Source: an optimization exercise on an open RTL-to-GDS flow (aim: small area, a short achievable clock period and few clock cycles per item). Production flows keep margins and buffers that such runs may drop.
Where RTL was checked, it was by simulation tests only, not by an equivalence proof against the original.
Power and IR drop assume default switching activity.

Setup of Q:
## grn_farm
module grn_farm #(
	parameter VECTOR_SIZE = 69,
	parameter LS          = 2,          
	parameter LK          = 1,          
	parameter G           = 6,          
	parameter CL          = 4           
) (
	input  logic                   clk,
	input  logic                   rst,
	input  logic                   in_valid,
	input  logic [VECTOR_SIZE-1:0] in_conf,
	output logic                   in_ready,
	output logic                   out_valid,
	output logic [VECTOR_SIZE-1:0] out_conf,
	output logic [31:0]            out_transient,
	output logic [31:0]            out_length
);
export LEC_CHECK = 0
export CAP_MARGIN = 20
export CORE_MARGIN = 2
export CORE_UTILIZATION = 45
export CTS_CLUSTER_DIAMETER = 80
export CTS_CLUSTER_SIZE = 25
export PLACE_DENSITY = 0.6
export SETUP_SLACK_MARGIN = 2.9
export SLEW_MARGIN = 20
create_clock -name core_clock -period 5.0 [get_ports {clk}]
run.sh (not shown) runs the stock make flow with config.mk's settings and CLKGATE_MAP_FILE= SYNTH_SCRIPT=/design/flow/synth_recipe.tcl, a recipe that flattens the netlist after the stock synthesis.
Testbench counts of Q, summed over its fixed seeds: cycles 6,150, items 1,280.
Setup changes, Q to T
--- a/flow/design.v
+++ b/flow/design.v
@@ -86,18 +86,20 @@
 	output logic [31:0]            out_transient,
 	output logic [31:0]            out_length
 );
 localparam int S  = 1 << LS;
 localparam int K  = 1 << LK;
 localparam int LU = LS + LK;
 localparam int CW = 32 - LU;             
 localparam int CH = CW - CL;             
 localparam int EW = 1 + (K - 1) * G;     
+localparam logic [VECTOR_SIZE-1:0] CMP =
+	~((VECTOR_SIZE'(1) << 4) | (VECTOR_SIZE'(1) << 43) | (VECTOR_SIZE'(1) << 66));
 localparam logic [1:0] P_EMPTY = 2'd0;
 localparam logic [1:0] P_ONE   = 2'd1;     
 localparam logic [1:0] P_TWO   = 2'd2;     
 localparam logic [1:0] P_DONE  = 2'd3;
 logic [1:0]             ph [S];
 logic [VECTOR_SIZE-1:0] A  [S];
 logic [VECTOR_SIZE-1:0] B  [S];
 logic [VECTOR_SIZE-1:0] C  [S];
 logic [EW-1:0]          E  [S];     
@@ -135,28 +137,28 @@
 		logic [VECTOR_SIZE-1:0] bh [K];
 		assign a[0] = A[s];
 		assign b[0] = B[s];
 		for (q = 0; q < K; q = q + 1) begin : gen_sub
 			grn_step step_a  (.v(a[q]),  .y(a[q+1]));
 			grn_step step_b1 (.v(b[q]),  .y(bh[q]));
 			grn_step step_b2 (.v(bh[q]), .y(b[q+1]));
 			if (q == 0) begin : g_first
 				if (s == 0) begin : g_s0
-					assign E_n[s][0] = (a[0] == b[0]) && !fresh;
+					assign E_n[s][0] = !((a[0] ^ b[0]) & CMP) && !fresh;
 				end else begin : g_sn
-					assign E_n[s][0] = (a[0] == b[0]);
+					assign E_n[s][0] = !((a[0] ^ b[0]) & CMP);
 				end
 			end else begin : g_late
 				genvar g;
 				for (g = 0; g < G; g = g + 1) begin : gen_grp
 					localparam int LO = g * VECTOR_SIZE / G;
 					localparam int HI = (g + 1) * VECTOR_SIZE / G - 1;
-					assign E_n[s][1 + (q - 1) * G + g] = (a[q][HI:LO] == b[q][HI:LO]);
+					assign E_n[s][1 + (q - 1) * G + g] = !((a[q][HI:LO] ^ b[q][HI:LO]) & CMP[HI:LO]);
 				end
 			end
 		end
 		assign A_n[s] = a[K];
 		assign B_n[s] = b[K];
 		logic [K-1:0] meet;
 		assign meet[0] = E[s][0];
 		for (q = 1; q < K; q = q + 1) begin : gen_meet
 			assign meet[q] = &E[s][1 + (q - 1) * G +: G];
Results
- On clock skew, T and Q are neck and neck.
- When the final numbers for T and Q were put side by side, the count of clock-net buffers in the final layout turned out to be smaller in Q.
- Clock power on T is up relative to Q.
- Mean number of vias per cell for T is lower than for Q.
- Q → T: multi-input gate share of the layout cell area level, total power moved up, sequential element share of the synthesized area moved down, area of all placed cells without fillers level, combinational power moved down.
- In T the total length of routed met2 wires turned out 2.0% lower than in Q.
- In T relative to Q, synthesized cell count had gone up slightly.
- out_conf[46] as the start point of the critical path was reported by T, and free by Q.
- Area growth from synthesis to layout was lower in T than in Q.
- Between Q and T, the sequential share of layout area does not differ in any meaningful way.
- Number of buffers other than clock buffers in the final layout | T above Q
The RTL of T was laid out without a check of its function.


the baseline:
Another version of the RTL of grn_farm (not shown whole).
For scale: roughly 4300 cells after synthesis, roughly 1200 flip-flops, about 210 I/O pins.
==> module grn_farm, before the edit <==
module grn_farm #(
	parameter VECTOR_SIZE = 69,
	parameter LS          = 2,          
	parameter LK          = 1,          
	parameter G           = 6           
) (
	input  logic                   clk,
	input  logic                   rst,
	input  logic                   in_valid,
	input  logic [VECTOR_SIZE-1:0] in_conf,
	output logic                   in_ready,
	output logic                   out_valid,
	output logic [VECTOR_SIZE-1:0] out_conf,
	output logic [31:0]            out_transient,
	output logic [31:0]            out_length
);
localparam int S  = 1 << LS;
localparam int K  = 1 << LK;
localparam int LU = LS + LK;
localparam int CW = 32 - LU;
localparam int EW = 1 + (K - 1) * G;    
localparam logic [1:0] P_EMPTY = 2'd0;
localparam logic [1:0] P_ONE   = 2'd1;     
localparam logic [1:0] P_TWO   = 2'd2;     
localparam logic [1:0] P_DONE  = 2'd3;
logic [1:0]             ph [S];
logic [VECTOR_SIZE-1:0] A  [S];
logic [VECTOR_SIZE-1:0] B  [S];
logic [VECTOR_SIZE-1:0] C  [S];
logic [EW-1:0]          E  [S];     
logic [CW-1:0]          c1 [S];
logic [CW-1:0]          c2 [S];
logic [LU-1:0]          u1 [S];
logic [LU-1:0]          dd [S];     
logic                   bw [S];     
logic                   fresh;      
logic [1:0]             ph_n [S];
logic [VECTOR_SIZE-1:0] A_n  [S];
logic [VECTOR_SIZE-1:0] B_n  [S];
logic [EW-1:0]          E_n  [S];
logic [LU-1:0]          u1_n [S];
logic [LU-1:0]          dd_n [S];
logic                   bw_n [S];
logic [CW-1:0] c1_inc, c2_inc, c2_dec;
assign c1_inc = c1[0] + 1'b1;
assign c2_inc = c2[0] + 1'b1;
assign c2_dec = c2[S-1] - 1'b1;
genvar s, q;
generate
	for (s = 0; s < S; s = s + 1) begin : gen_stage
		localparam int SP = (s + S - 1) % S;    
		logic [VECTOR_SIZE-1:0] a  [K+1];
		logic [VECTOR_SIZE-1:0] b  [K+1];
		logic [VECTOR_SIZE-1:0] bh [K];
		assign a[0] = A[s];
		assign b[0] = B[s];
		for (q = 0; q < K; q = q + 1) begin : gen_sub
			grn_step step_a  (.v(a[q]),  .y(a[q+1]));
			grn_step step_b1 (.v(b[q]),  .y(bh[q]));
			grn_step step_b2 (.v(bh[q]), .y(b[q+1]));
			if (q == 0) begin : g_first
				if (s == 0) begin : g_s0
					assign E_n[s][0] = (a[0] == b[0]) && !fresh;
				end else begin : g_sn
					assign E_n[s][0] = (a[0] == b[0]);
				end
			end else begin : g_late
				genvar g;
				for (g = 0; g < G; g = g + 1) begin : gen_grp
					localparam int LO = g * VECTOR_SIZE / G;
					localparam int HI = (g + 1) * VECTOR_SIZE / G - 1;
					assign E_n[s][1 + (q - 1) * G + g] = (a[q][HI:LO] == b[q][HI:LO]);
				end
			end
		end
		assign A_n[s] = a[K];
		assign B_n[s] = b[K];
		logic [K-1:0] meet;
		assign meet[0] = E[s][0];
		for (q = 1; q < K; q = q + 1) begin : gen_meet
			assign meet[q] = &E[s][1 + (q - 1) * G +: G];
		end
		always_comb begin
			logic [1:0] p;
			p       = ph[s];
			u1_n[s] = u1[s];
			dd_n[s] = dd[s];
			bw_n[s] = bw[s];
			for (int k = 0; k < K; k = k + 1) begin
				if (meet[k] && p == P_TWO) begin
					p       = P_DONE;
					dd_n[s] = LU'(K*SP + k) - u1_n[s];
					bw_n[s] = LU'(K*SP + k) < u1_n[s];
				end
				if (meet[k] && p == P_ONE) begin
					p       = P_TWO;
					u1_n[s] = LU'(K*SP + k);
				end
			end
			ph_n[s] = p;
		end
		if (s < S - 1) begin : g_pass
			always_ff @(posedge clk) begin
				if (rst) ph[s+1] <= P_EMPTY;
				else     ph[s+1] <= ph_n[s];
				A[s+1]  <= A_n[s];
				B[s+1]  <= B_n[s];
				C[s+1]  <= C[s];
				E[s+1]  <= E_n[s];
				if (s == 0) begin
					c1[s+1] <= (ph_n[s] == P_ONE && !fresh) ? c1_inc : c1[s];
					c2[s+1] <= (ph_n[s] == P_TWO) ? c2_inc : c2[s];
				end else begin
					c1[s+1] <= c1[s];
					c2[s+1] <= c2[s];
				end
				u1[s+1] <= u1_n[s];
				dd[s+1] <= dd_n[s];
				bw[s+1] <= bw_n[s];
			end
		end
	end
endgenerate
logic [1:0] ph_ahead;
always_comb begin
	ph_ahead = ph_n[S-2];
	if (E_n[S-2][0] && ph_ahead == P_TWO)      ph_ahead = P_DONE;
	else if (E_n[S-2][0] && ph_ahead == P_ONE) ph_ahead = P_TWO;
end
logic free;
assign in_ready = free;
always_ff @(posedge clk) begin
	if (rst) begin
		free      <= 1'b1;
		ph[0]     <= P_EMPTY;
		out_valid <= 1'b0;
	end else begin
		free      <= (ph_ahead == P_EMPTY) || (ph_ahead == P_DONE);
		ph[0]     <= free ? (in_valid ? P_ONE : P_EMPTY) : ph_n[S-1];
		out_valid <= free && (ph_n[S-1] == P_DONE);
	end
	fresh <= free;
	if (free) begin
		A[0]  <= in_conf;
		B[0]  <= in_conf;
		C[0]  <= in_conf;
		E[0]  <= '0;
		c1[0] <= '0;
		c2[0] <= '0;
	end else begin
		A[0]  <= A_n[S-1];
		B[0]  <= B_n[S-1];
		C[0]  <= C[S-1];
		E[0]  <= E_n[S-1];
		c1[0] <= c1[S-1];
		c2[0] <= c2[S-1];
	end
	u1[0] <= u1_n[S-1];
	dd[0] <= dd_n[S-1];
	bw[0] <= bw_n[S-1];
	out_conf      <= C[S-1];
	out_transient <= {c1[S-1], u1_n[S-1]};
	out_length    <= {bw_n[S-1] ? c2_dec : c2[S-1], dd_n[S-1]};
end
endmodule
make LEC_CHECK=0 CAP_MARGIN=20 CORE_MARGIN=2 CORE_UTILIZATION=45 CTS_CLUSTER_DIAMETER=80 CTS_CLUSTER_SIZE=25 PLACE_DENSITY=0.6 SETUP_SLACK_MARGIN=2.6 SLEW_MARGIN=20 finish   # period 5.0 ns
Testbench counts of the baseline, summed over its fixed seeds: cycles 6,150, items 1,280.
The following lists how the candidate was set up differently from the baseline:
--- a/flow/design.v
+++ b/flow/design.v
@@ -112,32 +112,34 @@
 logic [LU-1:0]          u1_n [S];
 logic [LU-1:0]          dd_n [S];
 logic                   bw_n [S];
 logic [CW-1:0] c1_inc, c2_inc, c2_dec;
 assign c1_inc = c1[0] + 1'b1;
 assign c2_inc = c2[0] + 1'b1;
-assign c2_dec = c2[S-1] - 1'b1;
+assign c2_dec = c2[S-2] - 1'b1;
 genvar s, q;
 generate
 	for (s = 0; s < S; s = s + 1) begin : gen_stage
 		localparam int SP = (s + S - 1) % S;    
 		logic [VECTOR_SIZE-1:0] a  [K+1];
 		logic [VECTOR_SIZE-1:0] b  [K+1];
 		logic [VECTOR_SIZE-1:0] bh [K];
+		logic                   eq0;
 		assign a[0] = A[s];
 		assign b[0] = B[s];
 		for (q = 0; q < K; q = q + 1) begin : gen_sub
 			grn_step step_a  (.v(a[q]),  .y(a[q+1]));
 			grn_step step_b1 (.v(b[q]),  .y(bh[q]));
 			grn_step step_b2 (.v(bh[q]), .y(b[q+1]));
 			if (q == 0) begin : g_first
 				if (s == 0) begin : g_s0
-					assign E_n[s][0] = (a[0] == b[0]) && !fresh;
+					assign eq0 = (a[0] == b[0]) && !fresh;
 				end else begin : g_sn
-					assign E_n[s][0] = (a[0] == b[0]);
-				end
+					assign eq0 = (a[0] == b[0]);
+				end
+				assign E_n[s][0] = (s == S - 2) ? 1'b0 : eq0;
 			end else begin : g_late
 				genvar g;
 				for (g = 0; g < G; g = g + 1) begin : gen_grp
 					localparam int LO = g * VECTOR_SIZE / G;
 					localparam int HI = (g + 1) * VECTOR_SIZE / G - 1;
 					assign E_n[s][1 + (q - 1) * G + g] = (a[q][HI:LO] == b[q][HI:LO]);
@@ -165,12 +167,23 @@
 				end
 				if (meet[k] && p == P_ONE) begin
 					p       = P_TWO;
 					u1_n[s] = LU'(K*SP + k);
 				end
 			end
+			if (s == S - 2) begin
+				if (eq0 && p == P_TWO) begin
+					p       = P_DONE;
+					dd_n[s] = LU'(K*s) - u1_n[s];
+					bw_n[s] = LU'(K*s) < u1_n[s];
+				end
+				if (eq0 && p == P_ONE) begin
+					p       = P_TWO;
+					u1_n[s] = LU'(K*s);
+				end
+			end
 			ph_n[s] = p;
 		end
 		if (s < S - 1) begin : g_pass
 			always_ff @(posedge clk) begin
 				if (rst) ph[s+1] <= P_EMPTY;
 				else     ph[s+1] <= ph_n[s];
@@ -178,40 +191,40 @@
 				B[s+1]  <= B_n[s];
 				C[s+1]  <= C[s];
 				E[s+1]  <= E_n[s];
 				if (s == 0) begin
 					c1[s+1] <= (ph_n[s] == P_ONE && !fresh) ? c1_inc : c1[s];
 					c2[s+1] <= (ph_n[s] == P_TWO) ? c2_inc : c2[s];
+				end else if (s == S - 2) begin
+					c1[s+1] <= c1[s];
+					c2[s+1] <= (ph_n[s] == P_DONE && bw_n[s]) ? c2_dec : c2[s];
 				end else begin
 					c1[s+1] <= c1[s];
 					c2[s+1] <= c2[s];
 				end
 				u1[s+1] <= u1_n[s];
 				dd[s+1] <= dd_n[s];
 				bw[s+1] <= bw_n[s];
 			end
 		end
 	end
 endgenerate
-logic [1:0] ph_ahead;
-always_comb begin
-	ph_ahead = ph_n[S-2];
-	if (E_n[S-2][0] && ph_ahead == P_TWO)      ph_ahead = P_DONE;
-	else if (E_n[S-2][0] && ph_ahead == P_ONE) ph_ahead = P_TWO;
-end
 logic free;
-assign in_ready = free;
+assign in_ready      = free;
+assign out_conf      = C[S-1];
+assign out_transient = {c1[S-1], u1[S-1]};
+assign out_length    = {c2[S-1], dd[S-1]};
 always_ff @(posedge clk) begin
 	if (rst) begin
 		free      <= 1'b1;
 		ph[0]     <= P_EMPTY;
 		out_valid <= 1'b0;
 	end else begin
-		free      <= (ph_ahead == P_EMPTY) || (ph_ahead == P_DONE);
+		free      <= (ph_n[S-2] == P_EMPTY) || (ph_n[S-2] == P_DONE);
 		ph[0]     <= free ? (in_valid ? P_ONE : P_EMPTY) : ph_n[S-1];
-		out_valid <= free && (ph_n[S-1] == P_DONE);
+		out_valid <= (ph_n[S-2] == P_DONE);
 	end
 	fresh <= free;
 	if (free) begin
 		A[0]  <= in_conf;
 		B[0]  <= in_conf;
 		C[0]  <= in_conf;
@@ -226,11 +239,8 @@
 		c1[0] <= c1[S-1];
 		c2[0] <= c2[S-1];
 	end
 	u1[0] <= u1_n[S-1];
 	dd[0] <= dd_n[S-1];
 	bw[0] <= bw_n[S-1];
-	out_conf      <= C[S-1];
-	out_transient <= {c1[S-1], u1_n[S-1]};
-	out_length    <= {bw_n[S-1] ? c2_dec : c2[S-1], dd_n[S-1]};
 end
 endmodule
## What came out
- In the candidate, final instance area is lower than in the baseline.
- When the candidate is measured against the baseline, its initial antenna violation count turns out 7 higher.
- On the candidate: worst stage delay on the critical path is 0.25 ns lower than what the baseline gave.
- The candidate: portion of the layout cell area used by clock cells is 0.48 points lower than what the baseline reported.
- Looking at capturing instance or port of the critical path, the c2[3][6] result is from the candidate; the B[3][2] one comes from the baseline.
- Changes observed in the candidate relative to the baseline: sequential fraction of total cell area saw a decrease; die extent in y went down 3.3%.
- Between the baseline and the candidate, amount of wire on met3 after detailed routing increased.
- Min met3 global-route usage across the candidate and the baseline: the baseline
The RTL of the candidate was laid out without a check of its function.

[afterwards: timing with drivers on the ports]
The flow's constraints put no driver on any port. The routed layouts listed below were extracted and timed again, unchanged, in two steps. Step 1 assumes that a clkbuf_16 drives the clock port and a buf_2 every other input. Step 2 adds t to the input delays and takes it off the output delays; t is the mean of the earliest and latest rising clock arrival at the registers after step 1. Input paths then give back, and output paths get back, about the clock's delay inside the block. Three values: ideal, step 1, step 2; two values: the first two.
| run | t, ns | slack for setup (ns) | worst hold slack (ns) | clock arrival spread, ns |
|---|---|---|---|---|
| Q | 0.782 | 2.773 / 2.698 / 2.588 | 0.318 / 0.318 / 0.318 | 0.053 / 0.053 |
| T | 0.786 | 2.798 / 2.716 / 2.430 | 0.320 / 0.320 / 0.320 | 0.053 / 0.053 |
| the baseline | 0.740 | 2.537 / 2.537 / 2.537 | 0.321 / 0.321 / 0.321 | 0.038 / 0.039 |
| the candidate | 0.750 | 1.980 / 1.980 / 1.980 | 0.325 / 0.325 / 0.325 | 0.047 / 0.047 |
After both steps setup and hold are still met in every run listed. For T, which loses most, drivers alone change the setup slack by -0.082 ns; drivers and shift together by -0.368 ns.
